This design comes from an exercise in tuning for small area and a short achievable clock period on the open sky130 flow, not from production work. Where RTL was checked, it was by simulation tests only, not by an equivalence proof against the original. Only the layout flow was run in runs 1 to 4; the RTL was not checked for function there. No activity file was given, so power comes from the tool's default toggle rates.

File: flow/run.sh
#!/bin/bash
# Standard ORFS layout (the standard.sh, standard synthesis unchanged) with
# two changes: ports are buffered with the smallest buffer instead of the
# delay buffer buffer_ports picks by default, and clock tree synthesis uses
# smaller clock buffers and no dummy loads.
set -euo pipefail
KNOBS=(
  "BUFFER_PORTS_ARGS=-buffer_cell sky130_fd_sc_hd__buf_1"
  "CTS_ARGS=-sink_clustering_enable -repair_clock_nets -dont_use_dummy_load -buf_list {sky130_fd_sc_hd__clkbuf_4 sky130_fd_sc_hd__clkbuf_8}"
)
bash standard.sh "${KNOBS[@]}" synth > synth.log 2>&1
bash standard.sh "${KNOBS[@]}" finish > layout.log 2>&1
File: standard.sh
#!/bin/bash
# synth_recipe.tcl (not shown) runs the flow's synth.tcl, then flattens the netlist and writes it again
# the make line also repeats each setting of config.mk as NAME=value (left out here)
make -C /OpenROAD-flow-scripts/flow DESIGN_CONFIG=/design/flow/config.mk WORK_HOME=/design/flow/orfs CLKGATE_MAP_FILE= SYNTH_SCRIPT=/design/flow/synth_recipe.tcl "${@:-finish}"
File: config.mk
export PLATFORM = sky130hd
export DESIGN_NAME = voting_machine
export DESIGN_NICKNAME = voting_machine
export VERILOG_FILES = /design/flow/design.v
export SDC_FILE = /design/flow/constraint.sdc
export NUM_CORES = 4
export LEC_CHECK = 0
export CAP_MARGIN = 20
export CORE_MARGIN = 2
export CORE_UTILIZATION = 40
export SLEW_MARGIN = 20
File: constraint.sdc
create_clock -name core_clock -period 100.0 [get_ports {clk}]
set_input_delay 20.0000 -clock core_clock [delete_from_list [all_inputs] [get_ports {clk}]]
set_output_delay 20.0000 -clock core_clock [all_outputs]
set_load 0.01 [all_outputs]
File: design.v
module sevseg(in, disp, msg, ones, tens, hundreds, thousands);
	input [15:0] in;
	input disp, msg;
	output [6:0] ones, tens, hundreds, thousands;
	function [6:0] seg;
		input [3:0] n;
		begin
		seg[0] = !n[3]&!n[2]&!n[1]&n[0] | !n[3]&n[2]&!n[1]&!n[0] | n[3]&!n[2]&n[1]&n[0] | n[3]&n[2]&!n[1]&n[0];
		seg[1] = n[2]&n[1]&!n[0] | n[3]&n[2]&!n[0] | n[3]&n[1]&n[0] | !n[3]&n[2]&!n[1]&n[0];
		seg[2] = !n[3]&!n[2]&n[1]&!n[0] | n[3]&n[2]&!n[0] | n[3]&n[2]&n[1];
		seg[3] = !n[3]&!n[2]&!n[1]&n[0] | !n[3]&n[2]&!n[1]&!n[0] | n[2]&n[1]&n[0] | n[3]&!n[2]&n[1]&!n[0];
		seg[4] = !n[3]&n[0] | !n[3]&n[2]&!n[1] | !n[2]&!n[1]&n[0];
		seg[5] = !n[3]&!n[2]&n[0] | !n[3]&!n[2]&n[1] | !n[3]&n[1]&n[0] | n[3]&n[2]&!n[1]&n[0];
		seg[6] = !n[3]&!n[2]&!n[1] | !n[3]&n[2]&n[1]&n[0] | n[3]&n[2]&!n[1]&!n[0];
		end
	endfunction
	wire off = !disp & !msg;
	assign ones      = {7{disp}} & seg(in[3:0])   | {7{off}} | {7{msg}} & 7'b0001110;
	assign tens      = {7{disp}} & seg(in[7:4])   | {7{off}} | {7{msg}} & 7'b0101011;
	assign hundreds  = {7{disp}} & seg(in[11:8])  | {7{off}} | {7{msg}} & 7'b1000000;
	assign thousands = {7{disp}} & seg(in[15:12]) | {7{off}} | {7{msg}} & 7'b1000110;
endmodule
module vga_out(clk, rst, run, VGA_R, VGA_G, VGA_B, VGA_HS, VGA_VS, VGA_SYNC, VGA_BLANK, cnt_t, cnt_b);
input clk, rst, run;
input [15:0] cnt_t, cnt_b;
output [7:0] VGA_R, VGA_G, VGA_B;
output VGA_BLANK, VGA_SYNC, VGA_HS, VGA_VS;
reg vr, vg, vb, hs, vs, blank;
assign VGA_R = {8{vr}};
assign VGA_G = {8{vg}};
assign VGA_B = {8{vb}};
assign VGA_HS = hs;
assign VGA_VS = vs;
assign VGA_BLANK = blank;
assign VGA_SYNC = 1'b0;
reg [4:0] pl;
reg [5:0] ph;
reg [9:0] lc;
wire pl_wrap = (pl == 5'd26);
wire pc_wrap = (ph == 6'd39) && (pl == 5'd4);
wire lc_wrap = (lc == 10'd626);
wire [5:0] cpl;
wire [6:0] cph;
wire [10:0] clc;
assign cpl[0] = 1'b1;
assign cph[0] = pl_wrap;
assign clc[0] = pc_wrap;
genvar gi;
generate
	for (gi = 0; gi < 5; gi = gi + 1) begin : g_pl
		assign cpl[gi+1] = cpl[gi] & pl[gi];
	end
	for (gi = 0; gi < 6; gi = gi + 1) begin : g_ph
		assign cph[gi+1] = cph[gi] & ph[gi];
	end
	for (gi = 0; gi < 10; gi = gi + 1) begin : g_lc
		assign clc[gi+1] = clc[gi] & lc[gi];
	end
endgenerate
wire clr_pl = !run || pl_wrap || pc_wrap;
wire clr_ph = !run || pc_wrap;
wire clr_lc = !run || (pc_wrap && lc_wrap);
always @(posedge clk) begin
	pl <= (pl ^ cpl[4:0]) & {5{!clr_pl}};
	ph <= (ph ^ cph[5:0]) & {6{!clr_ph}};
	lc <= (lc ^ clc[9:0]) & {10{!clr_lc}};
end
function ge;
	input [5:0] h;
	input [4:0] l;
	ge = (ph > h) || (ph == h && pl >= l);
endfunction
wire [4:0] cyc = pl;
wire [3:0] j = ph[3:0];
wire redp = ph[4];
wire c0 = (cyc == 5'd0);
reg [26:0] e;
reg prev, c1, c2, brw, nz, f_red, f_blue;
wire t_c = cnt_t[cyc[3:0]];
wire b_c = cnt_b[cyc[3:0]];
wire brw_in = c0 ? 1'b0 : brw;
wire r_c = t_c ^ b_c ^ brw_in;
wire hi = cyc[4];
wire xv = !hi & (redp ? r_c : b_c);
wire yv = !hi & (redp ? b_c : r_c);
reg aj, cj;
always @(*) begin
	aj = (j == 4'd0) || (j == 4'd4) || (j == 4'd5);
	if (redp)
		cj = (j == 4'd0) || (j == 4'd3) || (j == 4'd5) || (j == 4'd7) || (j == 4'd8) || (j == 4'd9);
	else
		cj = (j == 4'd0) || (j == 4'd3) || (j == 4'd5) || (j == 4'd6);
end
reg lk;
always @(*)
	case (j)
		4'd0: lk = lc[9];
		4'd1: lk = lc[8];
		4'd2: lk = lc[7];
		4'd3: lk = lc[6];
		4'd4: lk = lc[5];
		4'd5: lk = lc[4];
		4'd6: lk = lc[3];
		4'd7: lk = lc[2];
		4'd8: lk = lc[1];
		4'd9: lk = lc[0];
		default: lk = 1'b0;
	endcase
wire ypos = lk & !cj;
wire yneg = !lk & cj;
wire fb = (c0 || j == 4'd0) ? 1'b0 : prev;
wire opa = aj & xv;
wire opb = ypos ? yv : yneg ? !yv : 1'b0;
wire c1_in = c0 ? 1'b0 : c1;
wire c2_in = c0 ? yneg : c2;
wire s1 = fb ^ opa ^ c1_in;
wire e_new = s1 ^ opb ^ c2_in;
always @(posedge clk) begin
	e <= {e_new, e[26:1]};
	prev <= e[0];
	c1 <= (fb & opa) | (fb & c1_in) | (opa & c1_in);
	c2 <= (s1 & opb) | (s1 & c2_in) | (opb & c2_in);
	brw <= (!t_c & b_c) | (!(t_c ^ b_c) & brw_in);
	nz <= (c0 ? 1'b0 : nz) | (!hi & (t_c | b_c));
	if (pl_wrap && j == 4'd9 && !ph[5]) begin
		if (redp) f_red <= !e_new & nz;
		else f_blue <= !e_new & nz;
	end
end
wire px  = ge(6'd9, 5'd8) && !ge(6'd38, 5'd16);
wire py  = ge(6'd9, 5'd8) && !ge(6'd9, 5'd19);
wire pb1 = ge(6'd14, 5'd23) && !ge(6'd18, 5'd16);
wire pb2 = ge(6'd29, 5'd18) && !ge(6'd33, 5'd11);
wire lx  = (lc >= 10'd600) && (lc <= 10'd610);
wire ly  = (lc >= 10'd40) && (lc <= 10'd610);
wire lg  = (lc == 10'd96) || (lc == 10'd97) || (lc == 10'd152) || (lc == 10'd153) ||
           (lc == 10'd208) || (lc == 10'd209) || (lc == 10'd264) || (lc == 10'd265) ||
           (lc == 10'd320) || (lc == 10'd321) || (lc == 10'd376) || (lc == 10'd377) ||
           (lc == 10'd432) || (lc == 10'd433) || (lc == 10'd488) || (lc == 10'd489) ||
           (lc == 10'd544) || (lc == 10'd545);
wire axis = (px && lx) || (py && ly);
wire bar1 = pb1 && ly && f_red;
wire bar2 = pb2 && ly && f_blue;
wire grid = px && lg;
wire col_r = !axis && (bar1 || !(bar2 || grid));
wire col_g = axis || !(bar1 || bar2 || grid);
wire col_b = !axis && !bar1 && (bar2 || !grid);
wire vis = ge(6'd8, 5'd24) && !ge(6'd38, 5'd14);
always @(posedge clk or negedge rst)
	if (!rst) begin
		vr <= 1'b0; vg <= 1'b0; vb <= 1'b0;
		hs <= 1'b0; vs <= 1'b0; blank <= 1'b1;
	end else begin
		vr <= run && vis && col_r;
		vg <= run && vis && col_g;
		vb <= run && vis && col_b;
		hs <= run && ge(6'd2, 5'd26);
		vs <= run && (lc >= 10'd3);
		blank <= !run || !((ge(6'd2, 5'd26) && !ge(6'd8, 5'd24)) || ge(6'd38, 5'd14)) ||
		         ((lc >= 10'd3) && (lc < 10'd24)) || (lc >= 10'd624);
	end
endmodule
module voting_machine(clk, reset, vote_r, vote_b, confirmY, confirmN, hex_count0, hex_count1, hex_count2, hex_count3,enable_vga,VGA_R,VGA_G,VGA_B,VGA_HS,VGA_VS,VGA_SYNC,VGA_BLANK);
input clk, reset, vote_r, vote_b, confirmY, confirmN, enable_vga;
output [6:0] hex_count0, hex_count1, hex_count2, hex_count3;
output [7:0] VGA_R, VGA_G, VGA_B;
output VGA_BLANK, VGA_SYNC, VGA_HS, VGA_VS;
localparam [3:0]
	S_WAIT   = 4'b0000,
	S_RP     = 4'b0001,
	S_RR     = 4'b0010,
	S_BP     = 4'b0100,
	S_BR     = 4'b0101,
	S_DISP   = 4'b0111,
	S_CW_R   = 4'b1000,
	S_CW_B   = 4'b1001,
	S_YP_R   = 4'b1010,
	S_YP_B   = 4'b1011,
	S_YR_R   = 4'b1100,
	S_YR_B   = 4'b1101,
	S_NP     = 4'b1110,
	S_NR     = 4'b1111;
reg [3:0] state;
reg [15:0] count_t, count_b;
wire [16:0] ct, cb;
assign ct[0] = (state == S_YR_R) || (state == S_YR_B);
assign cb[0] = (state == S_YR_B);
genvar gi;
generate for (gi = 0; gi < 16; gi = gi + 1) begin : g_inc
	assign ct[gi+1] = ct[gi] & count_t[gi];
	assign cb[gi+1] = cb[gi] & count_b[gi];
end endgenerate
wire [15:0] inc_t = ct[15:0];
wire [15:0] inc_b = cb[15:0];
always @(posedge clk or negedge reset)
	if (!reset) begin
		state <= S_WAIT;
		count_t <= 16'd0;
		count_b <= 16'd0;
	end else begin
		case (state)
			S_WAIT:  state <= !vote_b ? S_BP : !vote_r ? S_RP : enable_vga ? S_DISP : S_WAIT;
			S_BP:    state <= !vote_b ? S_BP : S_BR;
			S_BR:    state <= S_CW_B;
			S_RP:    state <= !vote_r ? S_RP : S_RR;
			S_RR:    state <= S_CW_R;
			S_CW_R:  state <= !confirmY ? S_YP_R : !confirmN ? S_NP : S_CW_R;
			S_CW_B:  state <= !confirmY ? S_YP_B : !confirmN ? S_NP : S_CW_B;
			S_YP_R:  state <= !confirmY ? S_YP_R : S_YR_R;
			S_YP_B:  state <= !confirmY ? S_YP_B : S_YR_B;
			S_YR_R:  state <= S_WAIT;
			S_YR_B:  state <= S_WAIT;
			S_NP:    state <= !confirmN ? S_NP : S_NR;
			S_NR:    state <= S_WAIT;
			S_DISP:  state <= enable_vga ? S_DISP : S_WAIT;
			default: state <= state;
		endcase
		count_t <= count_t ^ inc_t;
		count_b <= count_b ^ inc_b;
	end
wire disp = (state == S_DISP);
wire msg = state[3];
sevseg u_sevseg(count_t, disp, msg, hex_count0, hex_count1, hex_count2, hex_count3);
wire vga_run = disp && enable_vga;
vga_out u_vga(clk, reset, vga_run, VGA_R, VGA_G, VGA_B, VGA_HS, VGA_VS, VGA_SYNC, VGA_BLANK, count_t, count_b);
endmodule
==> Flow_metrics.wiki, run 1 <==
{| class="wikitable"
! Metric !! Value
|-
| Result of the run || no timing/DRC/antenna violations
|-
| Rows || 44
|-
| Peak supply drop || roughly 6.5 µV
|-
| Static leakage || 2.56 nW
|-
| Total of cells resized after clock tree synthesis || 0
|-
| Number of top-level design ports || 63
|-
| Largest net degree at the start of global routing || 43
|-
| Ys async rst share || approximately 43%
|-
| Ordered cell list for the critical path || nor2b_1 -> nand2_1 -> nor2_1 -> o311ai_0 -> buf_1
|-
| Total negative setup slack || 0 ns
|-
| Violation count after the first detailed-routing iteration || roughly 320
|-
| Post-CTS clock slew at the launch and capture registers of the worst setup and hold paths || about 0.09 ns
|-
| Overall Power || 0.0960 mW
|-
| Vias || 4482
|-
| Number of distinct standard cells referenced by the synthesized netlist || 85
|-
| Reg-to-Reg Start || u_vga.pl[0]$_DFF_P_
|-
| HP Start || u_vga.e[2]$_DFF_P_
|-
| Initial antenna violation count || 0
|-
| Initial core utilization || 40.5%
|-
| Element type at the critical path end || output port
|-
| Wire per inst || 14.1 µm
|-
| Most frequent standard cell in the layout excluding fill and tap cells || sky130_fd_sc_hd__buf_1
|-
| Portion of synthesized cell area occupied by the leading cell type || a little under a fifth
|-
| Remaining max-slew budget at the tightest pin || 37.7%
|-
| Highest cell delay on the worst timing path || 0.73 ns
|-
| Number of port buffers || 61
|-
| Clock buffer count from CTS || 9
|-
| Wire length of the first global-routing pass || 20.1 mm
|-
| Vias per std cell || 5.49
|-
| GR met3 Demand/Resource || 3.26%
|-
| Max Transition Viols Final || 0
|-
| GRT met1 Usage || 20.3%
|-
| Cell class contributing the biggest share of worst-path delay || simple AND/OR/NAND/NOR gates
|-
| Commonest cells after routing, fill and taps aside || sky130_fd_sc_hd__buf_1 (60), sky130_fd_sc_hd__nor2_1 (53), sky130_fd_sc_hd__dfxtp_1 (53)
|-
| H-tree depth reported by CTS || 3
|-
| Max FO, Critical Path || 32
|-
| Required time of the worst setup path || around 80 ns
|-
| Met2 Track Usage GR || 24.3%
|-
| Die Area || approximately 16000 µm²
|-
| Worst hold-check path type || register to register
|-
| Post-Synthesis Net Count || 690
|-
| Slew at the pin with the worst max-slew slack || 0.931 ns
|-
| Min Tclk post-route || 22.74 ns
|-
| Final-stage net count || 693
|-
| Number of antenna cells inserted || 0
|-
| Utilization of the core after routing || 41.7%
|-
| Std-Cell Core Area || about 14000 µm²
|-
| Highest clock frequency the design can meet || roughly 0.044 GHz
|-
| Data arrival time at the worst-slack endpoint || roughly 2.7 ns
|-
| Number of enable-type register cells in the synthesized netlist || 2
|-
| Max-cap violation count || 0
|-
| Post-DRT Antenna Nets || 0
|-
| Gate count after technology mapping || about 630
|-
| Syn. warnings || 3
|-
| Number of synthesized register bits || between 90 and 100
|-
| Hold-fix buffer count after cts || 0
|-
| Logic depth of the worst register-to-register path || 8
|-
| DRC violation count after routing || 0
|-
| Final weighted congestion in routability-driven placement || 0.876
|-
| Final hold violations || 0
|-
| Crit start category || register
|-
| Vert. Die Dim || 125 µm
|-
| Worst setup skew after layout || 0.0223 ns
|-
| Number of cells on the critical path || 5
|-
| Die W || 125 µm
|-
| Busiest metal layer after global routing || met2
|-
| Clock root cell || sky130_fd_sc_hd__clkbuf_8
|-
| Final worst path period share || 22.7%
|-
| First-pass detailed-route iteration total || 4
|-
| Number of global-route vias before repair || 4300
|-
| Number of cells on the worst hold path || 0
|-
| Post-CTS repair timing setup buffer count || 0
|-
| Latest clock arrival within the worst-skew pair || 0.35 ns
|-
| Worst hold margin || 0.325 ns
|-
| Hpwl dp || 8.35 mm
|-
| Routed wire length || 11.5 mm
|-
| Maximum count of clock buffers along a single path || 2
|-
| Post-synth design cell area || approximately 5800 µm²
|-
| RSZ-0062 raised after global routing || false
|-
| Average cell area after synthesis || 9.23 µm²
|-
| Number of sinks on the clock net || 97
|-
| Global-route usage over all layers || 15.3%
|-
| Post-synthesis sequential area ratio || around 37%
|-
| Source of the critical timing path || state[3]$_DFFE_PN0P_
|-
| Total setup violations reported at the end of the flow || 0
|-
| Power Density || 16.0 nW/µm²
|-
| WP buf/inv || 1
|-
| Area leader, netlist || sky130_fd_sc_hd__dfxtp_1
|-
| Flip-flop cell with the highest count after synthesis || sky130_fd_sc_hd__dfxtp_1
|-
| Synth-to-layout area growth || 2.96%
|-
| Cell types with the largest area share after synthesis || sky130_fd_sc_hd__dfxtp_1 (18%), sky130_fd_sc_hd__dfrtp_1 (18%), sky130_fd_sc_hd__ha_1 (11%)
|-
| Critical Path Slowest Stage Cell || sky130_fd_sc_hd__nor2_1
|-
| Category of the most critical setup path || register to output port
|-
| Overflow after GRT || 0
|-
| Layout cell share with drive strength beyond 1 || about 5.5%
|-
| Clock tree from TritonCTS || done
|}
==> cells by family (layout without fill, tap and decap cells) <==
family,Yosys count,count (layout),synth area share (%)
mux,17,17,4.06
flops,97,97,37.3
xor+xnor,12,12,1.80
fa+ha+maj,52,52,11.6
buf+inv,84,85,8.03
compound gates,139,139,16.6
simple gates,229,229,20.6
other cells,1,1,0.0644
==> Yosys cell counts, types with 4 or more instances <==
master	count
sky130_fd_sc_hd__o211ai_1	5
sky130_fd_sc_hd__or3_1	4
sky130_fd_sc_hd__ha_1	49
sky130_fd_sc_hd__nor2_1	53
sky130_fd_sc_hd__clkbuf_1	24
sky130_fd_sc_hd__nand3_1	12
sky130_fd_sc_hd__a211oi_1	7
sky130_fd_sc_hd__a21oi_1	31
sky130_fd_sc_hd__and2_1	20
sky130_fd_sc_hd__buf_2	11
sky130_fd_sc_hd__buf_4	29
sky130_fd_sc_hd__buf_6	4
sky130_fd_sc_hd__nand2b_1	16
sky130_fd_sc_hd__o21ai_0	29
sky130_fd_sc_hd__nor3_1	18
sky130_fd_sc_hd__xnor2_1	9
sky130_fd_sc_hd__mux4_2	5
sky130_fd_sc_hd__nand3b_1	5
sky130_fd_sc_hd__dfxtp_1	53
sky130_fd_sc_hd__nand4_1	7
sky130_fd_sc_hd__a31oi_1	14
sky130_fd_sc_hd__a221o_1	6
sky130_fd_sc_hd__inv_1	14
sky130_fd_sc_hd__mux2i_1	9
sky130_fd_sc_hd__nor2b_1	15
sky130_fd_sc_hd__nand2_1	52
sky130_fd_sc_hd__dfrtp_1	41
==> flip-flops by register name, indices dropped and copies added (netlist names), 4 cells and up <==
register and count:
u_vga.ph 6, u_vga.lc 10, u_vga.e 27, count_b 16, u_vga.pl 5, count_t 16
state 4
==> stage by stage <==
stage / setup WS, ns / area, µm² / std cells
global placement: 77.83 / 5870 / 807
detailed placement: 77.66 / 5870 / 807
finish: 77.26 / 6000 / 816
global route: 77.02 / 6000 / 816
floorplan: 78.57 / 5820 / 631
CTS: 77.25 / 6000 / 816
==> routing by layer <==
| metal | wire length (µm) | part of all wire (%) | up-vias |
|---|---|---|---|
| met2 | 5320 | 46 | 94 |
| met3 | 468 | 4.1 | 21 |
| met5 | 0 | 0 | - |
| met4 | 242 | 2.1 | 0 |
| met1 | 5510 | 48 | 2130 |
| li1 | - | - | 2237 |
==> worst paths after layout <==
kind	to	slack (ns)
max	hex_count1[0]	77.26
min	u_vga.e[1]$_DFF_P_	0.32
max reg2reg	u_vga.f_red$_DFFE_PP_	95.69
min reg2reg	u_vga.e[1]$_DFF_P_	0.32
max in group asynchronous	u_vga.vs$_DFF_PN0_	79.62
min in group asynchronous	count_t[15]$_DFF_PN0_	19.78
==> power by group <==
part | leakage [nW] | switching [mW] | internal [mW] | total (mW)
combinational | 1.48 | 0.0120 | 0.0103 | 0.0223
sequential | 1.02 | 0.00755 | 0.0466 | 0.0542
clock | 0.0647 | 0.0114 | 0.00809 | 0.0194
total | 2.56 | 0.0309 | 0.0650 | 0.0960
==> final cells by class <==
type / instances / area (µm²)
clock buffers: 9 / 124
fillers: 1395 / 8370
inverters: 15 / 56.3
multi-input cells: 450 / 3180
flip-flops and latches: 97 / 2170
well taps: 184 / 230
repair buffers: 61 / 230
==> inputs of run 2 (changes only) <==
--- a/config.mk
+++ b/config.mk
@@ -8,4 +8,4 @@
 export CAP_MARGIN = 20
 export CORE_MARGIN = 2
 export CORE_UTILIZATION = 40
-export SLEW_MARGIN = 20
+export SLEW_MARGIN = 75
==> run 2 against run 1 <==
Net effect: global-route usage fell by 0.29 points; critical path type unchanged; core utilization rose by 1.2 points; largest cell class unchanged; sequential power rose by 0.7%; critical path depth did not move; sequential share of layout area fell by 0.16 points; register-to-register slack improved by 0.48 ns; still clean; critical endpoint is now hex_count1[5].
==> Flow_metrics.wiki, run 2 <==
{| class="wikitable"
! Metric !! Value
|-
| Post-Synthesis Net Count || 690
|-
| Std-Cell Core Area || around 14000 µm²
|-
| Number of enable-type register cells in the synthesized netlist || 2
|-
| Post-CTS repair timing setup buffer count || 0
|-
| Wire length on met2 || 5.39 mm
|-
| Die Area || 15500 µm²
|-
| Global-route usage over all layers || 15.0%
|-
| Crit start category || register
|-
| Clock buffer count from CTS || 9
|-
| Power Density || 15.7 nW/µm²
|-
| Clock root cell || sky130_fd_sc_hd__clkbuf_8
|-
| Wire per inst || 14.2 µm
|-
| Commonest cells after routing, fill and taps aside || sky130_fd_sc_hd__buf_1 (60), sky130_fd_sc_hd__nand2_1 (52), sky130_fd_sc_hd__nor2_1 (51)
|-
| DRC violation count after routing || 0
|-
| Total setup violations reported at the end of the flow || 0
|-
| Synth-to-layout area growth || 5.91%
|-
| Reg-to-reg slack, setup || slightly below 100 ns
|-
| Largest regs || u_vga.e x27, count_b x16, count_t x16
|-
| Max FO, Critical Path || 32
|-
| Violation count after the first detailed-routing iteration || 385
|-
| Max-cap violation count || 0
|-
| Max Transition Viols Final || 0
|-
| Maximum count of clock buffers along a single path || 2
|-
| Logic depth of the worst register-to-register path || 18
|-
| Clock tree from TritonCTS || done
|-
| Hold-fix buffer count after cts || 0
|-
| Layout cell share with drive strength beyond 1 || a little over an eighth
|-
| Average cell area after synthesis || 9.23 µm²
|-
| Peak supply drop || 6.89 µV
|-
| Number of port buffers || 61
|-
| First-pass detailed-route iteration total || 4
|-
| Wire length of the first global-routing pass || between 15 and 20 mm
|-
| Highest cell delay on the worst timing path || 0.62 ns
|-
| Data arrival time at the worst-slack endpoint || 2.04 ns
|-
| Final worst path period share || 22.0%
|-
| Number of cells on the worst hold path || 0
|-
| Vias || 4504
|-
| Adder-cell share of the synthesized area || 11.6%
|-
| Largest net degree at the start of global routing || 43
|-
| Result of the run || no timing/DRC/antenna violations
|-
| Worst setup skew after layout || 0.0262 ns
|-
| Sum of met3 wire segment lengths after detailed routing || 495 µm
|-
| Initial antenna violation count || 0
|-
| Combinational family with the most area after synthesis || simple AND/OR/NAND/NOR gates
|-
| PnR worst setup slack || 77.96 ns
|-
| Rows || 44
|-
| Worst slack, placed || 78.31 ns
|-
| Number of flip-flops under the largest register name || 27
|-
| Number of distinct standard cells referenced by the synthesized netlist || 85
|-
| Critical Path Slowest Stage Cell || sky130_fd_sc_hd__dfrtp_4
|-
| Ordered cell list for the critical path || nor2b_1 -> nand2_1 -> nor2_4 -> o221ai_1 -> buf_1
|-
| Gate count after technology mapping || 631
|-
| Simple-gate area share of the yosys netlist || about 21%
|-
| Reg-to-Reg Start || state[3]$_DFFE_PN0P_
|-
| Post-synth design cell area || a little under 6000 µm²
|-
| RSZ-0062 raised after global routing || false
|-
| Min Tclk post-route || 22.04 ns
|-
| Complex-gate fraction of the synthesized area || 16.6%
|-
| Total negative setup slack || 0 ns
|-
| Top cells by instance count after synthesis || sky130_fd_sc_hd__dfxtp_1 (53), sky130_fd_sc_hd__nor2_1 (53), sky130_fd_sc_hd__nand2_1 (52)
|-
| Portion of synthesized cell area occupied by the leading cell type || 18.2%
|-
| Highest Signal Layer || met4
|-
| Total of cells resized after clock tree synthesis || 0
|-
| Die W || 125 µm
|-
| Final hold violations || 0
|-
| Terminus of the critical flop-to-flop path || count_b[15]$_DFF_PN0_
|-
| Overflow after GRT || 0
|-
| Post-synthesis sequential area ratio || 37.3%
|-
| Highest clock frequency the design can meet || 0.0454 GHz
|-
| Worst hold-check path type || register to register
|-
| HP Start || u_vga.e[4]$_DFF_P_
|-
| Flip-flop cell with the highest count after synthesis || sky130_fd_sc_hd__dfxtp_1
|-
| Worst Hold Path EP || u_vga.e[3]$_DFF_P_
|-
| Element type at the critical path end || output port
|-
| Number of antenna cells inserted || 0
|-
| Vert. Die Dim || 125 µm
|-
| H-tree depth reported by CTS || 3
|-
| Final weighted congestion in routability-driven placement || 0.876
|-
| Required time of the worst setup path || 80.00 ns
|-
| Ys async rst share || ~43%
|-
| Post-CTS clock slew at the launch and capture registers of the worst setup and hold paths || ~0.1 ns
|-
| Utilization of the core after routing || 42.9%
|-
| Post-DRT Antenna Nets || 0
|-
| Number of sinks on the clock net || 97
|-
| Number of global-route vias before repair || 4111
|-
| Vias per std cell || approximately 5.5
|-
| Final-stage net count || 698
|-
| Number of top-level design ports || 63
|-
| Post-route met1 wirelength || 5.65 mm
|-
| Cell types with the largest area share after synthesis || sky130_fd_sc_hd__dfxtp_1 (18%), sky130_fd_sc_hd__dfrtp_1 (18%), sky130_fd_sc_hd__ha_1 (11%)
|-
| Post-synthesis share of cell area spent on xor and xnor gates || under 10%
|-
| Syn. warnings || 3
|-
| Number of synthesized register bits || 97
|-
| Latest clock arrival within the worst-skew pair || 0.36 ns
|-
| Category of the most critical setup path || register to output port
|-
| Area leader, netlist || sky130_fd_sc_hd__dfxtp_1
|-
| Initial core utilization || between 40% and 50%
|-
| Mux cell area share after synthesis || 4.06%
|-
| Register bank with the most flops || u_vga.e
|-
| Most frequent standard cell in the layout excluding fill and tap cells || sky130_fd_sc_hd__buf_1
|-
| Routed wire length || 11.6 mm
|-
| Hpwl dp || 8.35 mm
|-
| Static leakage || 2.59 nW
|}
[run 2: cell count changes in the layout (fill, tap and decap cells not counted), sizes merged]
cell	before	now
buf	61	65
clkdlybuf4s18	0	1
[run 2: worst max path at each step]
stage	from	endpoint	slack [ns]	depth (start not counted)
2_1_floorplan	state[2]$_DFFE_PN0P_	hex_count1[5]	78.57	5
3_3_place_gp	state[3]$_DFFE_PN0P_	hex_count1[3]	77.83	5
3_5_place_dp	state[3]$_DFFE_PN0P_	hex_count1[0]	78.31	5
4_1_cts	state[3]$_DFFE_PN0P_	hex_count1[0]	77.89	5
5_1_grt	state[3]$_DFFE_PN0P_	hex_count0[5]	77.79	5
6_report	state[3]$_DFFE_PN0P_	hex_count1[5]	77.96	5
[run 2: metrics by stage]
step	total power, mW	instances	instance area [µm²]	hold slack (ns)
4_1_cts	0.0980	820	6120	0.319
5_1_grt	0.104	821	6170	0.320
3_3_place_gp	0.0765	807	5870	0.313
2_1_floorplan	0.0710	631	5820	0.310
3_5_place_dp	0.0781	811	6000	0.312
6_report	0.0969	821	6170	0.315
[run 2: critical path: cells and delay by family (launching register included)]
kind	cells	cell delay, ns
flops	1	0.62
simple gates	3	0.71
compound gates	1	0.19
buf+inv	1	0.16
[run 2: cell families after synthesis]
kind of cell | count (synthesis)
other cells | 1
simple gates | 229
compound gates | 139
buf+inv | 84
fa+ha+maj | 52
mux | 17
flops | 97
xor+xnor | 12
[run 2: final cells by class]
| cell class | count | area [µm²] |
|---|---|---|
| fill | 1389 | 8200 |
| tap | 184 | 230 |
| inverter | 15 | 56.3 |
| timing repair buffer | 66 | 285 |
| clock buffer | 9 | 124 |
| multi-input combinational | 450 | 3250 |
| sequential | 97 | 2230 |
[run 2: report_power, final]
part / internal, mW / switching (mW)
Clock: 0.00808 / 0.0113
Combinational: 0.0106 / 0.0123
Sequential: 0.0470 / 0.00766
[run 2: metal layers]
metal  vias up  GRT usage, %
met5         -             0
met4         0          4.23
met3        12          2.96
met2       109          23.5
met1      2142          21.1
li1       2241             -
==> inputs of run 3 (changes only) <==
--- a/config.mk
+++ b/config.mk
@@ -5,7 +5,7 @@
 export SDC_FILE = /design/flow/constraint.sdc
 export NUM_CORES = 4
 export LEC_CHECK = 0
-export CAP_MARGIN = 20
+export CAP_MARGIN = 60
 export CORE_MARGIN = 2
 export CORE_UTILIZATION = 40
-export SLEW_MARGIN = 75
+export SLEW_MARGIN = 60
==> run 3 against run 2 <==
Net effect: largest cell class unchanged; sequential share of layout area rose by 0.057 points; setup slack worse by 0.23 ns; still clean; clock skew grew 0.0020 ns.
==> Flow_metrics.wiki, run 3 <==
{| class="wikitable"
! Metric !! Value
|-
| Post-CTS repair timing setup buffer count || 0
|-
| Critical Path Slowest Stage Cell || sky130_fd_sc_hd__dfrtp_1
|-
| Syn. warnings || 3
|-
| Initial antenna violation count || 0
|-
| Global-route usage over all layers || 15.2%
|-
| Maximum count of clock buffers along a single path || 2
|-
| Vias per std cell || about 5.5
|-
| Wire per inst || roughly 14 µm
|-
| Result of the run || no timing/DRC/antenna violations
|-
| Clock buffer count from CTS || 9
|-
| Initial core utilization || 40.5%
|-
| Min Tclk post-route || 22.27 ns
|-
| Number of sinks on the clock net || 97
|-
| Gate count after technology mapping || roughly 630
|-
| Highest cell delay on the worst timing path || 0.63 ns
|-
| Number of global-route vias before repair || 4212
|-
| Portion of synthesized cell area occupied by the leading cell type || 18.2%
|-
| Number of cells on the worst hold path || 0
|-
| RSZ-0062 raised after global routing || false
|-
| Peak supply drop || 6.48 µV
|-
| Commonest cells after routing, fill and taps aside || sky130_fd_sc_hd__buf_1 (60), sky130_fd_sc_hd__nand2_1 (52), sky130_fd_sc_hd__nor2_1 (52)
|-
| Overflow after GRT || 0
|-
| Hpwl dp || approximately 8.3 mm
|-
| HP Start || u_vga.e[4]$_DFF_P_
|-
| Final weighted congestion in routability-driven placement || between 0.8 and 0.9
|-
| Crit start category || register
|-
| Rows || 44
|-
| Area leader, netlist || sky130_fd_sc_hd__dfxtp_1
|-
| Final hold violations || 0
|-
| Remaining max-slew budget at the tightest pin || 62.7%
|-
| Number of antenna cells inserted || 0
|-
| Ordered cell list for the critical path || nor2b_1 -> nand3_1 -> a221oi_1 -> nor2_1 -> buf_1
|-
| Power Density || 15.9 nW/µm²
|-
| Max-cap violation count || 0
|-
| Average cell area after synthesis || 9.23 µm²
|-
| Element type at the critical path end || output port
|-
| Register bank with the most flops || u_vga.e
|-
| Post-synthesis sequential area ratio || 37.3%
|-
| Number of top-level design ports || 63
|-
| Vert. Die Dim || 125 µm
|-
| Number of synthesized register bits || 97
|-
| Largest regs || u_vga.e x27, count_b x16, count_t x16
|-
| Number of flip-flops under the largest register name || 27
|-
| DRC violation count after routing || 0
|-
| Slew at the pin with the worst max-slew slack || about 0.56 ns
|-
| Static leakage || 2.57 nW
|-
| Reg-to-reg slack, setup || 95.89 ns
|-
| Clock root cell || sky130_fd_sc_hd__clkbuf_8
|-
| Highest clock frequency the design can meet || roughly 0.045 GHz
|-
| Worst hold margin || ~0.31 ns
|-
| Clock tree from TritonCTS || done
|-
| Std-Cell Core Area || 14400 µm²
|-
| Latest clock arrival within the worst-skew pair || 0.36 ns
|-
| Category of the most critical setup path || register to output port
|-
| Total setup violations reported at the end of the flow || 0
|-
| Final worst path period share || 22.3%
|-
| Post-DRT Antenna Nets || 0
|-
| Post-Synthesis Net Count || 690
|-
| Source of the critical timing path || state[2]$_DFFE_PN0P_
|-
| Flip-flop cell with the highest count after synthesis || sky130_fd_sc_hd__dfxtp_1
|-
| Number of enable-type register cells in the synthesized netlist || 2
|-
| Reg-to-Reg Start || u_vga.pl[0]$_DFF_P_
|-
| Cell class contributing the biggest share of worst-path delay || simple AND/OR/NAND/NOR gates
|-
| Logic depth of the worst register-to-register path || 8
|-
| Cell types with the largest area share after synthesis || sky130_fd_sc_hd__dfxtp_1 (18%), sky130_fd_sc_hd__dfrtp_1 (18%), sky130_fd_sc_hd__ha_1 (11%)
|-
| Die Area || 15500 µm²
|-
| Data arrival time at the worst-slack endpoint || around 2.3 ns
|-
| Final-stage net count || 694
|-
| Total of cells resized after clock tree synthesis || 0
|-
| Largest net degree at the start of global routing || 43
|-
| Filler cells || 1421
|-
| Footprint of the multi-input gates || between 3000 and 4000 µm²
|-
| Worst Setup EP || hex_count2[1]
|-
| H-tree depth reported by CTS || 3
|-
| Max Transition Viols Final || 0
|-
| Hold-fix buffer count after cts || 0
|-
| Ys async rst share || a little over two fifths
|-
| WP buf/inv || 1
|-
| Post-synth design cell area || 5820 µm²
|-
| Most frequent standard cell in the layout excluding fill and tap cells || sky130_fd_sc_hd__buf_1
|-
| Layout cell share with drive strength beyond 1 || 7.58%
|-
| Required time of the worst setup path || 80.00 ns
|-
| Violation count after the first detailed-routing iteration || 290
|-
| Vias || 4499
|-
| Top cells by instance count after synthesis || sky130_fd_sc_hd__dfxtp_1 (53), sky130_fd_sc_hd__nor2_1 (53), sky130_fd_sc_hd__nand2_1 (52)
|-
| Number of cells on the critical path || 5
|-
| Number of port buffers || 61
|-
| Max FO, Critical Path || 16
|-
| Footprint of the flip-flops and latches || around 2200 µm²
|-
| Routed wire length || between 10 and 15 mm
|-
| First-pass detailed-route iteration total || 6
|-
| Wire length of the first global-routing pass || 20.0 mm
|-
| Worst setup skew after layout || 0.0282 ns
|-
| Worst hold-check path type || register to register
|-
| Die W || between 100 and 150 µm
|-
| Number of distinct standard cells referenced by the synthesized netlist || 85
|-
| Synth-to-layout area growth || 3.78%
|-
| Post-CTS clock slew at the launch and capture registers of the worst setup and hold paths || 0.10 ns
|-
| Terminus of the critical flop-to-flop path || u_vga.f_red$_DFFE_PP_
|-
| Total negative setup slack || 0 ns
|}
run 3: cell counts after synthesis:
No cell type changed its count.
run 3: metrics by stage:
stage	setup WS, ns	utilization (%)	cells	power, mW	instance area [µm²]
after floorplan	78.57	-	631	0.0710	5820
after global placement	77.83	40.9	807	0.0765	5870
after detailed placement	78.09	41.0	807	0.0776	5900
after CTS	77.68	41.9	816	0.0977	6020
after global routing	77.48	42.1	817	0.103	6040
final	77.73	42.1	817	0.0964	6040
run 3: worst reg2reg max path: cells and delay by family, from the launching register on:
kind	cells	cell delay, ns
AOI/OAI and AO/OA	3	1.12
adders and majority gates	3	1.59
DFF	1	0.65
muxes	1	0.40
and+or+nand+nor	1	0.07
run 3: where the power goes:
part	switching [mW]	internal (mW)
Combinational	0.0123	0.0103
Sequential	0.00761	0.0467
Clock	0.0114	0.00809
Total	0.0313	0.0651
run 3: layout make-up:
type,instances,area share [%]
Tap cell,184,3.81
Clock buffer,9,2.05
Multi-Input combinational cell,450,53.0
Sequential cell,97,36.1
Inverter,15,0.931
Timing Repair Buffer,62,4.04
run 3: kinds of logic (layout without fill, tap and decap cells):
| group | count (synthesis) | in the layout | synth area share (%) |
|---|---|---|---|
| AO/OA/AOI/OAI | 139 | 139 | 16.6 |
| XOR/XNOR | 12 | 12 | 1.80 |
| adder cells (fa/ha/maj) | 52 | 52 | 11.6 |
| buffers and inverters | 84 | 86 | 8.03 |
| flip-flops | 97 | 97 | 37.3 |
| multiplexers | 17 | 17 | 4.06 |
| other | 1 | 1 | 0.0644 |
| AND/OR/NAND/NOR | 229 | 229 | 20.6 |
run 3: per-layer routing:
layer | global-route usage [%] | vias up | routed length [µm]
met2 | 25.0 | 108 | 5510
met3 | 2.41 | 9 | 504
met1 | 20.4 | 2156 | 5480
li1 | - | 2226 | -
met5 | 0 | - | 0
met4 | 5.35 | 0 | 130
run 3: worst min path at each step:
stage	to	slack [ns]
finish	u_vga.e[3]$_DFF_P_	0.31
global route	u_vga.e[3]$_DFF_P_	0.32
CTS	u_vga.e[3]$_DFF_P_	0.32
detailed placement	u_vga.e[14]$_DFF_P_	0.31
global placement	u_vga.e[9]$_DFF_P_	0.31
floorplan	u_vga.e[0]$_DFF_P_	0.31
==> inputs of run 4 (changes only) <==
==> flow/run.sh (replaced) <==
#!/bin/bash
# The standard layout (standard.sh) with three changes:
#  - after the standard synthesis, the combinational logic between the
#    registers is mapped again with an area-oriented ABC script; every
#    register keeps its instance name and cell type (flow/resynth.sh);
#  - ports are buffered with the smallest buffer instead of the delay buffer
#    buffer_ports picks by default;
#  - clock tree synthesis uses smaller clock buffers and no dummy loads.
# Each tool's output goes to a log file of its own in this folder.
set -euo pipefail
KNOBS=(
  "BUFFER_PORTS_ARGS=-buffer_cell sky130_fd_sc_hd__buf_1"
  "CTS_ARGS=-sink_clustering_enable -repair_clock_nets -dont_use_dummy_load -buf_list {sky130_fd_sc_hd__clkbuf_4 sky130_fd_sc_hd__clkbuf_8}"
)
RES=orfs/results/${FLOW_PLATFORM}/voting_machine/base
bash standard.sh "${KNOBS[@]}" "$PWD/$RES/1_2_yosys.v" > synth.log 2>&1
bash flow/resynth.sh "$RES/1_2_yosys.v" > resynth.log 2>&1
bash standard.sh "${KNOBS[@]}" finish > layout.log 2>&1
==> flow/resynth.sh (new file) <==
#!/bin/bash
# Re-map the combinational cells of a synthesized netlist (in place).
# Sequential cells are kept as they are (same instances, names and types);
# everything else is flattened to gates and mapped again by ABC.
set -euo pipefail
NET=$1
YOSYS=${YOSYS_EXE:-$FLOW_HOME/../tools/install/yosys/bin/yosys}
LIB=$FLOW_HOME/platforms/$FLOW_PLATFORM/lib/sky130_fd_sc_hd__tt_025C_1v80.lib
# cells ABC may not use: clock, delay, low-power, probe, tie and large cells
DU=$(grep -o 'cell ("sky130_fd_sc_hd__[a-z0-9_]*")' "$LIB" | sed 's/cell ("//;s/")//' \
  | grep -E 'lpflow|probe|clk|dly|_12$|_16$|_8$|_6$|einv|ebuf|conb|tap|fill|decap|diode' \
  | sed 's/^/-dont_use /' | tr '\n' ' ')
cp "$NET" resynth_in.v
cat > resynth.abc <<'EOS'
strash; &get -n; &fraig -x; &put; scorr; dc2; strash; &get -n; &dch -f; &nf -R 1000; &put; topo; dnsize
EOS
"$YOSYS" -p "
read_liberty -ignore_miss_func $LIB
blackbox sky130_fd_sc_hd__df* sky130_fd_sc_hd__edf* sky130_fd_sc_hd__sdf* sky130_fd_sc_hd__sedf* sky130_fd_sc_hd__dl*
read_verilog resynth_in.v
hierarchy -top $FLOW_TOP
flatten
opt_clean -purge
abc -liberty $LIB $DU -script resynth.abc
opt_clean -purge
hilomap -singleton -hicell sky130_fd_sc_hd__conb_1 HI -locell sky130_fd_sc_hd__conb_1 LO
insbuf -buf sky130_fd_sc_hd__buf_1 A X
tee -o resynth_stat.txt stat -liberty $LIB
write_verilog -noattr -nohex -nodec resynth_out.v
"
cp resynth_out.v "$NET"
--- a/config.mk
+++ b/config.mk
@@ -5,7 +5,7 @@
 export SDC_FILE = /design/flow/constraint.sdc
 export NUM_CORES = 4
 export LEC_CHECK = 0
-export CAP_MARGIN = 60
+export CAP_MARGIN = 20
 export CORE_MARGIN = 2
 export CORE_UTILIZATION = 40
-export SLEW_MARGIN = 60
+export SLEW_MARGIN = 20
==> run 4 against run 3 <==
Net effect: still clean; synthesized area down 14%; power grew 8.3%; sequential power increased by 3%; clock-buffer cell count unchanged; sequential share of layout area increased by 3.7 points; global-route usage up 3.1 points; clock power increased by 2%; first-iteration DRC count up 20%; design area is 9.7% lower; routed wire length increased by 1.5%; worst hold slack worse by 0.0080 ns; final cell count rose by 1.1%.
==> Flow_metrics.wiki, run 4 <==
{| class="wikitable"
! Metric !! Value
|-
| Post-CTS clock slew at the launch and capture registers of the worst setup and hold paths || 0.09 ns
|-
| Number of flip-flops under the largest register name || 27
|-
| Number of antenna cells inserted || 0
|-
| Routed wire length || 11.8 mm
|-
| Total negative setup slack || 0 ns
|-
| Required time of the worst setup path || 80.00 ns
|-
| Result of the run || no timing/DRC/antenna violations
|-
| Number of port buffers || around 60
|-
| Slew at the pin with the worst max-slew slack || between 0.9 and 1 ns
|-
| Final weighted congestion in routability-driven placement || a little under 0.9
|-
| DRC violation count after routing || 0
|-
| Hold-fix buffer count after cts || 0
|-
| Register bank with the most flops || u_vga.e
|-
| Latest clock arrival within the worst-skew pair || roughly 0.36 ns
|-
| Overall Power || 0.104 mW
|-
| Final design instance area without fill || 5460 µm²
|-
| Largest regs || u_vga.e x27, count_b x16, count_t x16
|-
| Number of sinks on the clock net || 97
|-
| Layout cell share with drive strength beyond 1 || ~1.8%
|-
| Data arrival time at the worst-slack endpoint || 2.38 ns
|-
| Clock buffer count from CTS || 9
|-
| Number of global-route vias before repair || 4136
|-
| Worst hold-check path type || register to register
|-
| Static leakage || 2.03 nW
|-
| Commonest cells after routing, fill and taps aside || sky130_fd_sc_hd__nor2_1 (79), sky130_fd_sc_hd__nand2_1 (67), sky130_fd_sc_hd__a21oi_1 (60), sky130_fd_sc_hd__buf_1 (60), sky130_fd_sc_hd__dfxtp_1 (53)
|-
| Worst setup skew after layout || 0.0238 ns
|-
| Maximum count of clock buffers along a single path || 2
|-
| First-pass detailed-route iteration total || 5
|-
| Vias || roughly 4700
|-
| Worst slack, placed || 77.61 ns
|-
| Total of cells resized after clock tree synthesis || 0
|-
| Final-stage net count || 667
|-
| Hpwl dp || 8.26 mm
|-
| Post-Synthesis Net Count || 620
|-
| Synth-to-layout area growth || 9.54%
|-
| Post-DRT Antenna Nets || 0
|-
| Die Area || 13400 µm²
|-
| Highest cell delay on the worst timing path || 0.76 ns
|-
| Number of top-level design ports || 63
|-
| Average cell area after synthesis || 8.13 µm²
|-
| Rows || 40
|-
| Overflow after GRT || 0
|-
| Die W || between 100 and 150 µm
|-
| Post-detailed-placement cell area || 5330 µm²
|-
| Highest clock frequency the design can meet || 0.0447 GHz
|-
| Element type at the critical path end || output port
|-
| Clock root cell || sky130_fd_sc_hd__clkbuf_8
|-
| Global-route usage over all layers || 18.3%
|-
| Initial antenna violation count || 0
|-
| Post-CTS repair timing setup buffer count || 0
|-
| Category of the most critical setup path || register to output port
|-
| Met2 Track Usage GR || ~29%
|-
| Gate count after technology mapping || around 610
|-
| Initial core utilization || ~41%
|-
| Cell class contributing the biggest share of worst-path delay || simple AND/OR/NAND/NOR gates
|-
| Power Density || between 15 and 20 nW/µm²
|-
| Largest net degree at the start of global routing || between 40 and 50
|-
| Worst hold margin || just over 0.3 ns
|-
| Syn. warnings || 3
|-
| Max-cap violation count || 0
|-
| Ordered cell list for the critical path || nor3_2 -> o21ai_0 -> a31oi_1 -> nor2_1 -> buf_1
|-
| Std-Cell Core Area || 12100 µm²
|-
| Remaining max-slew budget at the tightest pin || 38.8%
|-
| Post-synth design cell area || 4980 µm²
|-
| GRT met1 Usage || 25.9%
|-
| Max Transition Viols Final || 0
|-
| Total setup violations reported at the end of the flow || 0
|-
| Final worst path period share || 22.4%
|-
| Busiest metal layer after global routing || met2
|-
| Clock tree from TritonCTS || done
|-
| Peak supply drop || 12.3 µV
|-
| Vias per std cell || 5.64
|-
| Max FO, Critical Path || 27
|-
| Violation count after the first detailed-routing iteration || 348
|-
| Crit start category || register
|-
| Critical Path Slowest Stage Cell || sky130_fd_sc_hd__nor3_2
|-
| RSZ-0062 raised after global routing || false
|-
| Wire per inst || 14.3 µm
|-
| H-tree depth reported by CTS || 3
|-
| GR met3 Demand/Resource || 3.50%
|-
| Wire length of the first global-routing pass || 19.8 mm
|-
| Vert. Die Dim || 116 µm
|-
| PnR worst setup slack || 77.62 ns
|-
| Most frequent standard cell in the layout excluding fill and tap cells || sky130_fd_sc_hd__nor2_1
|-
| Final hold violations || 0
|-
| WP buf/inv || 1
|-
| Min Tclk post-route || 22.38 ns
|}
## run 4: final timing paths
| kind | start | to | slack [ns] | depth (start not counted) |
|---|---|---|---|---|
| setup / recovery | state[3]$_DFFE_PN0P_ | hex_count3[5] | 77.62 | 5 |
| min in group asynchronous | reset | count_t[13]$_DFF_PN0_ | 19.77 | 1 |
| setup reg to reg | u_vga.pl[0]$_DFF_P_ | u_vga.f_blue$_DFFE_PP_ | 96.30 | 12 |
| hold / removal | u_vga.e[1]$_DFF_P_ | u_vga.e[0]$_DFF_P_ | 0.31 | 0 |
| hold reg to reg | u_vga.e[1]$_DFF_P_ | u_vga.e[0]$_DFF_P_ | 0.31 | 0 |
| max in group asynchronous | reset | count_b[14]$_DFF_PN0_ | 79.66 | 1 |
## run 4: power breakdown
| group | total (mW) | switching [mW] | internal [mW] |
|---|---|---|---|
| logic | 0.0286 | 0.0170 | 0.0116 |
| registers | 0.0559 | 0.00778 | 0.0481 |
| clock network | 0.0199 | 0.0118 | 0.00809 |
## run 4: cell type report
cell class                      instances  area [µm²]
Tap cell                              168         210
Sequential cell                        97        2170
Clock buffer                            9         124
Inverter                               20        75.1
Timing Repair Buffer                   61         230
Fill cell                            1226        6600
Multi-Input combinational cell        471        2650
## run 4: layer usage
metal,share of wire (%),wire [µm]
met3,4.3,512
met1,49,5770
met5,0,0
met4,1.1,135
met2,46,5390
## run 4: stage by stage
step                utilization (%)  cells
floorplan                         -    613
global placement               44.2    817
detailed placement             44.2    817
CTS                            45.2    826
global route                   45.2    826
finish                         45.2    826
==> inputs of run 5 (changes only) <==
--- a/design.v
+++ b/design.v
@@ -1,6 +1,6 @@
-module sevseg(in, disp, msg, ones, tens, hundreds, thousands);
+module sevseg(in, disp, off, ones, tens, hundreds, thousands);
 	input [15:0] in;
-	input disp, msg;
+	input disp, off;   
 	output [6:0] ones, tens, hundreds, thousands;
 	function [6:0] seg;
 		input [3:0] n;
@@ -14,11 +14,10 @@
 		seg[6] = !n[3]&!n[2]&!n[1] | !n[3]&n[2]&n[1]&n[0] | n[3]&n[2]&!n[1]&!n[0];
 		end
 	endfunction
-	wire off = !disp & !msg;
-	assign ones      = {7{disp}} & seg(in[3:0])   | {7{off}} | {7{msg}} & 7'b0001110;
-	assign tens      = {7{disp}} & seg(in[7:4])   | {7{off}} | {7{msg}} & 7'b0101011;
-	assign hundreds  = {7{disp}} & seg(in[11:8])  | {7{off}} | {7{msg}} & 7'b1000000;
-	assign thousands = {7{disp}} & seg(in[15:12]) | {7{off}} | {7{msg}} & 7'b1000110;
+	assign ones      = disp ? seg(in[3:0]) : off ? 7'b1111111 : 7'b0001110;
+	assign tens      = disp ? seg(in[7:4]) : off ? 7'b1111111 : 7'b0101011;
+	assign hundreds  = disp ? seg(in[11:8]) : off ? 7'b1111111 : 7'b1000000;
+	assign thousands = disp ? seg(in[15:12]) : off ? 7'b1111111 : 7'b1000110;
 endmodule
 module vga_out(clk, rst, run, VGA_R, VGA_G, VGA_B, VGA_HS, VGA_VS, VGA_SYNC, VGA_BLANK, cnt_t, cnt_b);
 input clk, rst, run;
@@ -192,35 +191,41 @@
 end endgenerate
 wire [15:0] inc_t = ct[15:0];
 wire [15:0] inc_b = cb[15:0];
+reg [3:0] nstate;
+always @(*)
+	case (state)
+		S_WAIT:  nstate = !vote_b ? S_BP : !vote_r ? S_RP : enable_vga ? S_DISP : S_WAIT;
+		S_BP:    nstate = !vote_b ? S_BP : S_BR;
+		S_BR:    nstate = S_CW_B;
+		S_RP:    nstate = !vote_r ? S_RP : S_RR;
+		S_RR:    nstate = S_CW_R;
+		S_CW_R:  nstate = !confirmY ? S_YP_R : !confirmN ? S_NP : S_CW_R;
+		S_CW_B:  nstate = !confirmY ? S_YP_B : !confirmN ? S_NP : S_CW_B;
+		S_YP_R:  nstate = !confirmY ? S_YP_R : S_YR_R;
+		S_YP_B:  nstate = !confirmY ? S_YP_B : S_YR_B;
+		S_YR_R:  nstate = S_WAIT;
+		S_YR_B:  nstate = S_WAIT;
+		S_NP:    nstate = !confirmN ? S_NP : S_NR;
+		S_NR:    nstate = S_WAIT;
+		S_DISP:  nstate = enable_vga ? S_DISP : S_WAIT;
+		default: nstate = state;
+	endcase
+reg disp, off;
 always @(posedge clk or negedge reset)
 	if (!reset) begin
 		state <= S_WAIT;
+		disp <= 1'b0;
+		off <= 1'b1;
 		count_t <= 16'd0;
 		count_b <= 16'd0;
 	end else begin
-		case (state)
-			S_WAIT:  state <= !vote_b ? S_BP : !vote_r ? S_RP : enable_vga ? S_DISP : S_WAIT;
-			S_BP:    state <= !vote_b ? S_BP : S_BR;
-			S_BR:    state <= S_CW_B;
-			S_RP:    state <= !vote_r ? S_RP : S_RR;
-			S_RR:    state <= S_CW_R;
-			S_CW_R:  state <= !confirmY ? S_YP_R : !confirmN ? S_NP : S_CW_R;
-			S_CW_B:  state <= !confirmY ? S_YP_B : !confirmN ? S_NP : S_CW_B;
-			S_YP_R:  state <= !confirmY ? S_YP_R : S_YR_R;
-			S_YP_B:  state <= !confirmY ? S_YP_B : S_YR_B;
-			S_YR_R:  state <= S_WAIT;
-			S_YR_B:  state <= S_WAIT;
-			S_NP:    state <= !confirmN ? S_NP : S_NR;
-			S_NR:    state <= S_WAIT;
-			S_DISP:  state <= enable_vga ? S_DISP : S_WAIT;
-			default: state <= state;
-		endcase
+		state <= nstate;
+		disp <= (nstate == S_DISP);
+		off <= !nstate[3] && (nstate != S_DISP);
 		count_t <= count_t ^ inc_t;
 		count_b <= count_b ^ inc_b;
 	end
-wire disp = (state == S_DISP);
-wire msg = state[3];
-sevseg u_sevseg(count_t, disp, msg, hex_count0, hex_count1, hex_count2, hex_count3);
+sevseg u_sevseg(count_t, disp, off, hex_count0, hex_count1, hex_count2, hex_count3);
 wire vga_run = disp && enable_vga;
 vga_out u_vga(clk, reset, vga_run, VGA_R, VGA_G, VGA_B, VGA_HS, VGA_VS, VGA_SYNC, VGA_BLANK, count_t, count_b);
 endmodule
==> run 5 against run 4 <==
Net effect: global-route usage decreased by 0.85 points; sequential cell count increased by 2; clock skew increased by 0.0097 ns; core utilization decreased by 0.78 points; critical endpoint is now hex_count0[6].
==> Flow_metrics.wiki, run 5 <==
{| class="wikitable"
! Metric !! Value
|-
| Utilization of the core after routing || between 40% and 50%
|-
| Commonest cells after routing, fill and taps aside || sky130_fd_sc_hd__nand2_1 (85), sky130_fd_sc_hd__nor2_1 (77), sky130_fd_sc_hd__buf_1 (60)
|-
| PnR worst setup slack || 77.89 ns
|-
| Element type at the critical path end || output port
|-
| Latest clock arrival within the worst-skew pair || between 0.3 and 0.4 ns
|-
| Cell class contributing the biggest share of worst-path delay || simple AND/OR/NAND/NOR gates
|-
| Final design instance area without fill || between 5000 and 6000 µm²
|-
| Crit start category || register
|-
| Filler cells || 1272
|-
| Overflow after GRT || 0
|-
| Post-DRT Antenna Nets || 0
|-
| Number of port buffers || 61
|-
| Highest clock frequency the design can meet || about 0.045 GHz
|-
| Vias per std cell || 5.50
|-
| Largest net degree at the start of global routing || between 40 and 50
|-
| Number of antenna cells inserted || 0
|-
| Synth-to-layout area growth || 9.44%
|-
| Final hold violations || 0
|-
| Average cell area after synthesis || 8.14 µm²
|-
| H-tree depth reported by CTS || 3
|-
| Required time of the worst setup path || ~80 ns
|-
| Worst hold margin || 0.301 ns
|-
| Max-cap violation count || 0
|-
| Most frequent standard cell in the layout excluding fill and tap cells || sky130_fd_sc_hd__nand2_1
|-
| Total setup violations reported at the end of the flow || 0
|-
| Hpwl dp || 8.16 mm
|-
| Die W || 117 µm
|-
| Power Density || 19.9 nW/µm²
|-
| Clock root cell || sky130_fd_sc_hd__clkbuf_8
|-
| Layout cell share with drive strength beyond 1 || 1.80%
|-
| Post-placement cell count || 830
|-
| WP buf/inv || 1
|-
| Clock buffer count from CTS || 9
|-
| First-pass detailed-route iteration total || 7
|-
| Number of top-level design ports || 63
|-
| Post-detailed-placement cell area || 5420 µm²
|-
| Total negative setup slack || 0 ns
|-
| Number of flip-flops under the largest register name || 27
|-
| Clock tree from TritonCTS || done
|-
| Wire per inst || roughly 14 µm
|-
| Max FO, Critical Path || 23
|-
| Final-stage net count || between 600 and 700
|-
| Peak supply drop || 9.62 µV
|-
| Ordered cell list for the critical path || nor2_1 -> a221o_1 -> nand2_1 -> buf_1
|-
| Worst setup skew after layout || 0.0335 ns
|-
| Min Tclk post-route || between 20 and 25 ns
|-
| Std-Cell Core Area || 12500 µm²
|-
| Post-CTS repair timing setup buffer count || 0
|-
| Result of the run || no timing/DRC/antenna violations
|-
| Vias || approximately 4600
|-
| Category of the most critical setup path || register to output port
|-
| Total of cells resized after clock tree synthesis || 0
|-
| Hold-fix buffer count after cts || 0
|-
| Slew at the pin with the worst max-slew slack || 0.762 ns
|-
| Die Area || ~14000 µm²
|-
| Overall Power || 0.110 mW
|-
| Final weighted congestion in routability-driven placement || 0.827
|-
| Data arrival time at the worst-slack endpoint || 2.11 ns
|-
| Global-route usage over all layers || 17.4%
|-
| Final worst path period share || 22.1%
|-
| DRC violation count after routing || 0
|-
| Gate count after technology mapping || 622
|-
| Highest cell delay on the worst timing path || a little over 0.7 ns
|-
| Static leakage || 2.11 nW
|-
| Number of global-route vias before repair || 4053
|-
| Vert. Die Dim || 117 µm
|-
| Post-synth design cell area || between 5000 and 6000 µm²
|-
| Largest regs || u_vga.e x27, count_b x16, count_t x16
|-
| Worst slack, placed || just under 80 ns
|-
| Filler-free cell count of the finished design || 839
|-
| Routed wire length || 11.5 mm
|-
| Initial core utilization || between 40% and 50%
|-
| Post-CTS clock slew at the launch and capture registers of the worst setup and hold paths || approximately 0.11 ns
|-
| Worst hold-check path type || register to register
|-
| Critical Path Slowest Stage Cell || sky130_fd_sc_hd__nor2_1
|-
| Wire length of the first global-routing pass || 19.1 mm
|-
| Maximum count of clock buffers along a single path || 2
|-
| Remaining max-slew budget at the tightest pin || 49.0%
|-
| RSZ-0062 raised after global routing || false
|-
| Rows || 41
|-
| Initial antenna violation count || 0
|-
| Register bank with the most flops || u_vga.e
|-
| Number of sinks on the clock net || 99
|-
| Syn. warnings || 3
|-
| Violation count after the first detailed-routing iteration || around 400
|-
| Max Transition Viols Final || 0
|-
| Post-Synthesis Net Count || 629
|}
run 5: routing by layer:
metal	routed length [µm]	vias up	track usage, %	part of all wire (%)
met2	5330	143	27.9	46
met5	0	-	0	0
met4	103	0	4.76	0.89
met3	589	7	3.74	5.1
li1	-	2291	-	-
met1	5510	2175	23.9	48
run 5: layout make-up:
type	instances	area (µm²)	share of cell area [%]
multi-input combinational	483	2690	48.5
clock buffer	9	124	2.23
sequential	99	2220	40.1
inverter	15	56.3	1.02
tap	172	215	3.88
timing repair buffer	61	233	4.20
run 5: final timing paths:
check	startpoint	end	slack, ns	depth (start not counted)
min in group asynchronous	reset	count_b[12]$_DFF_PN0_	19.60	1
min	u_vga.e[25]$_DFF_P_	u_vga.e[24]$_DFF_P_	0.30	0
max reg2reg	u_vga.pl[0]$_DFF_P_	u_vga.f_blue$_DFFE_PP_	96.40	14
max in group asynchronous	reset	u_vga.blank$_DFF_PN1_	79.98	1
min reg2reg	u_vga.e[25]$_DFF_P_	u_vga.e[24]$_DFF_P_	0.30	0
max	disp$_DFF_PN0_	hex_count0[6]	77.89	4
run 5: power breakdown:
group	internal [mW]	switching [mW]	leakage, nW	total, mW
clock	0.00809	0.0119	0.0647	0.0200
combinational	0.0135	0.0197	1.00	0.0332
sequential	0.0496	0.00769	1.04	0.0573
total	0.0711	0.0394	2.11	0.110
run 5: worst reg2reg max path: cells and delay by family (launching register included):
| kind | cells | cell delay, ns |
|---|---|---|
| and+or+nand+nor | 7 | 1.26 |
| AOI/OAI and AO/OA | 4 | 0.93 |
| DFF | 1 | 0.62 |
| xor gates and xnor gates | 3 | 0.55 |
==> inputs of run 6 (changes only) <==
--- a/config.mk
+++ b/config.mk
@@ -5,7 +5,7 @@
 export SDC_FILE = /design/flow/constraint.sdc
 export NUM_CORES = 4
 export LEC_CHECK = 0
-export CAP_MARGIN = 20
+export CAP_MARGIN = 60
 export CORE_MARGIN = 2
 export CORE_UTILIZATION = 40
-export SLEW_MARGIN = 20
+export SLEW_MARGIN = 60
==> run 6 against run 5 <==
Net effect: still clean; fmax is 0.88% higher; non-clock buffer count stayed put; clock skew is 0.0027 ns lower; largest cell class unchanged; largest power group unchanged.
==> Flow_metrics.wiki, run 6 <==
{| class="wikitable"
! Metric !! Value
|-
| Largest net degree at the start of global routing || 45
|-
| Power Density || 19.9 nW/µm²
|-
| Worst slack, placed || 78.49 ns
|-
| Rows || 41
|-
| Required time of the worst setup path || 80.00 ns
|-
| Final weighted congestion in routability-driven placement || approximately 0.83
|-
| Post-synth design cell area || 5060 µm²
|-
| Clock root cell || sky130_fd_sc_hd__clkbuf_8
|-
| Number of sinks on the clock net || 99
|-
| Filler cells || 1250
|-
| Gate count after technology mapping || 622
|-
| Slew at the pin with the worst max-slew slack || 0.554 ns
|-
| Routed wire length || about 11 mm
|-
| Category of the most critical setup path || register to output port
|-
| Cell class contributing the biggest share of worst-path delay || flip-flops
|-
| Max FO, Critical Path || 15
|-
| Remaining max-slew budget at the tightest pin || a little over three fifths
|-
| Min Tclk post-route || 21.92 ns
|-
| Post-CTS clock slew at the launch and capture registers of the worst setup and hold paths || around 0.10 ns
|-
| Worst hold-check path type || register to register
|-
| Std-Cell Core Area || approximately 12000 µm²
|-
| Static leakage || 2.11 nW
|-
| Global-route usage over all layers || roughly 18%
|-
| Die W || 117 µm
|-
| Overall Power || 0.110 mW
|-
| Ordered cell list for the critical path || xor2_1 -> or3_1 -> a31oi_1 -> buf_1
|-
| Post-CTS repair timing setup buffer count || 0
|-
| RSZ-0062 raised after global routing || false
|-
| Maximum count of clock buffers along a single path || 2
|-
| PnR worst setup slack || 78.08 ns
|-
| Hpwl dp || ~8.1 mm
|-
| Peak supply drop || 10.2 µV
|-
| Latest clock arrival within the worst-skew pair || 0.38 ns
|-
| Average cell area after synthesis || 8.14 µm²
|-
| Vias || approximately 4600
|-
| Post-Synthesis Net Count || 629
|-
| Layout cell share with drive strength beyond 1 || 2.55%
|-
| Critical Path Slowest Stage Cell || sky130_fd_sc_hd__dfrtp_1
|-
| Number of flip-flops under the largest register name || 27
|-
| Synth-to-layout area growth || 9.76%
|-
| First-pass detailed-route iteration total || 4
|-
| H-tree depth reported by CTS || 3
|-
| Worst setup skew after layout || ~0.031 ns
|-
| Violation count after the first detailed-routing iteration || 425
|-
| Footprint of the multi-input gates || 2700 µm²
|-
| Syn. warnings || 3
|-
| Final worst path period share || 21.9%
|-
| Commonest cells after routing, fill and taps aside || sky130_fd_sc_hd__nand2_1 (85), sky130_fd_sc_hd__nor2_1 (75), sky130_fd_sc_hd__buf_1 (60)
|-
| Most frequent standard cell in the layout excluding fill and tap cells || sky130_fd_sc_hd__nand2_1
|-
| Footprint of the flip-flops and latches || roughly 2200 µm²
|-
| HP Start || u_vga.e[25]$_DFF_P_
|-
| Final hold violations || 0
|-
| Max Transition Viols Final || 0
|-
| Wire length of the first global-routing pass || slightly below 20 mm
|-
| Initial antenna violation count || 0
|-
| Vert. Die Dim || 117 µm
|-
| Source of the critical timing path || count_t[10]$_DFF_PN0_
|-
| Post-DRT Antenna Nets || 0
|-
| Crit start category || register
|-
| Highest cell delay on the worst timing path || around 0.63 ns
|-
| Die Area || 13600 µm²
|-
| Number of port buffers || 61
|-
| Total negative setup slack || 0 ns
|-
| Overflow after GRT || 0
|-
| Initial core utilization || 40.6%
|-
| Total setup violations reported at the end of the flow || 0
|-
| Element type at the critical path end || output port
|-
| Number of top-level design ports || 63
|-
| Largest regs || u_vga.e x27, count_b x16, count_t x16
|-
| Reg-to-Reg Start || u_vga.pl[0]$_DFF_P_
|-
| Final-stage net count || 676
|-
| Register bank with the most flops || u_vga.e
|-
| Total of cells resized after clock tree synthesis || 0
|-
| DRC violation count after routing || 0
|-
| WP buf/inv || 1
|-
| Clock tree from TritonCTS || done
|-
| Number of global-route vias before repair || 4098
|-
| Hold-fix buffer count after cts || 0
|-
| Number of antenna cells inserted || 0
|-
| Wire per inst || between 10 and 15 µm
|-
| Max-cap violation count || 0
|-
| Clock buffer count from CTS || 9
|-
| Result of the run || no timing/DRC/antenna violations
|-
| Vias per std cell || 5.46
|-
| Data arrival time at the worst-slack endpoint || 1.92 ns
|-
| Highest clock frequency the design can meet || 0.0456 GHz
|}
run 6: path summary, 6_finish.rpt:
| kind | endpoint | slack [ns] | cells after the start |
|---|---|---|---|
| max reg2reg | u_vga.f_blue$_DFFE_PP_ | 96.50 | 14 |
| max in group asynchronous | u_vga.blank$_DFF_PN1_ | 80.12 | 1 |
| max | hex_count2[2] | 78.08 | 4 |
| min in group asynchronous | count_b[10]$_DFF_PN0_ | 19.54 | 1 |
| min reg2reg | u_vga.e[24]$_DFF_P_ | 0.33 | 0 |
| min | u_vga.e[24]$_DFF_P_ | 0.33 | 0 |
run 6: routing by layer:
layer,track usage [%],vias to the layer above,routed length [µm]
met3,4.20,11,542
met4,4.52,0,140
met1,24.0,2149,5440
li1,-,2296,-
met2,28.7,125,5330
met5,0,-,0
run 6: where the power goes:
part           internal, mW  leakage, nW  switching (mW)
logic                0.0135         1.00          0.0196
registers            0.0496         1.04         0.00765
clock network       0.00808       0.0647          0.0119
run 6: per-stage QoR:
step | instances | area (µm²) | hold WS [ns] | utilization (%)
final | 839 | 5560 | 0.327 | 44.6
after global placement | 830 | 5420 | 0.313 | 43.5
after global routing | 839 | 5560 | 0.326 | 44.6
after detailed placement | 830 | 5430 | 0.312 | 43.6
after CTS | 839 | 5550 | 0.320 | 44.5
after floorplan | 622 | 5060 | 0.310 | -
run 6: layout make-up:
type,count,share of cell area (%)
inverter,15,1.01
timing repair buffer,61,4.30
clock buffer,9,2.23
sequential,99,40.1
multi-input combinational,483,48.5
tap,172,3.87

[what the ideal ports hide]
The results above use ideal ports. As a check the final layouts listed here were re-extracted and re-timed, cells and wires unchanged.
Step 1: set_driving_cell puts a clkbuf_16 on clk and a buf_2 on each other input, an assumption about the parent block.
Step 2 also shifts input and output timing later by t, the mid clock arrival at the registers, as if the neighbouring blocks saw the same clock.
Three values: no drivers, after step 1, after step 2; two values: the first two.
run | shift t [ns] | slack for setup (ns) | worst setup path at the end
run 1 | 0.378 | 77.259 / 77.223 / 77.601 | register to output
run 2 | 0.385 | 77.957 / 77.919 / 78.303 | register to output
run 3 | 0.380 | 77.730 / 77.694 / 78.074 | register to output
run 4 | 0.385 | 77.616 / 77.585 / 77.970 | register to output
run 5 | 0.394 | 77.891 / 77.858 / 78.252 | register to output
run 6 | 0.395 | 78.085 / 78.052 / 78.447 | register to output
After both steps setup and hold are still met in every run listed.
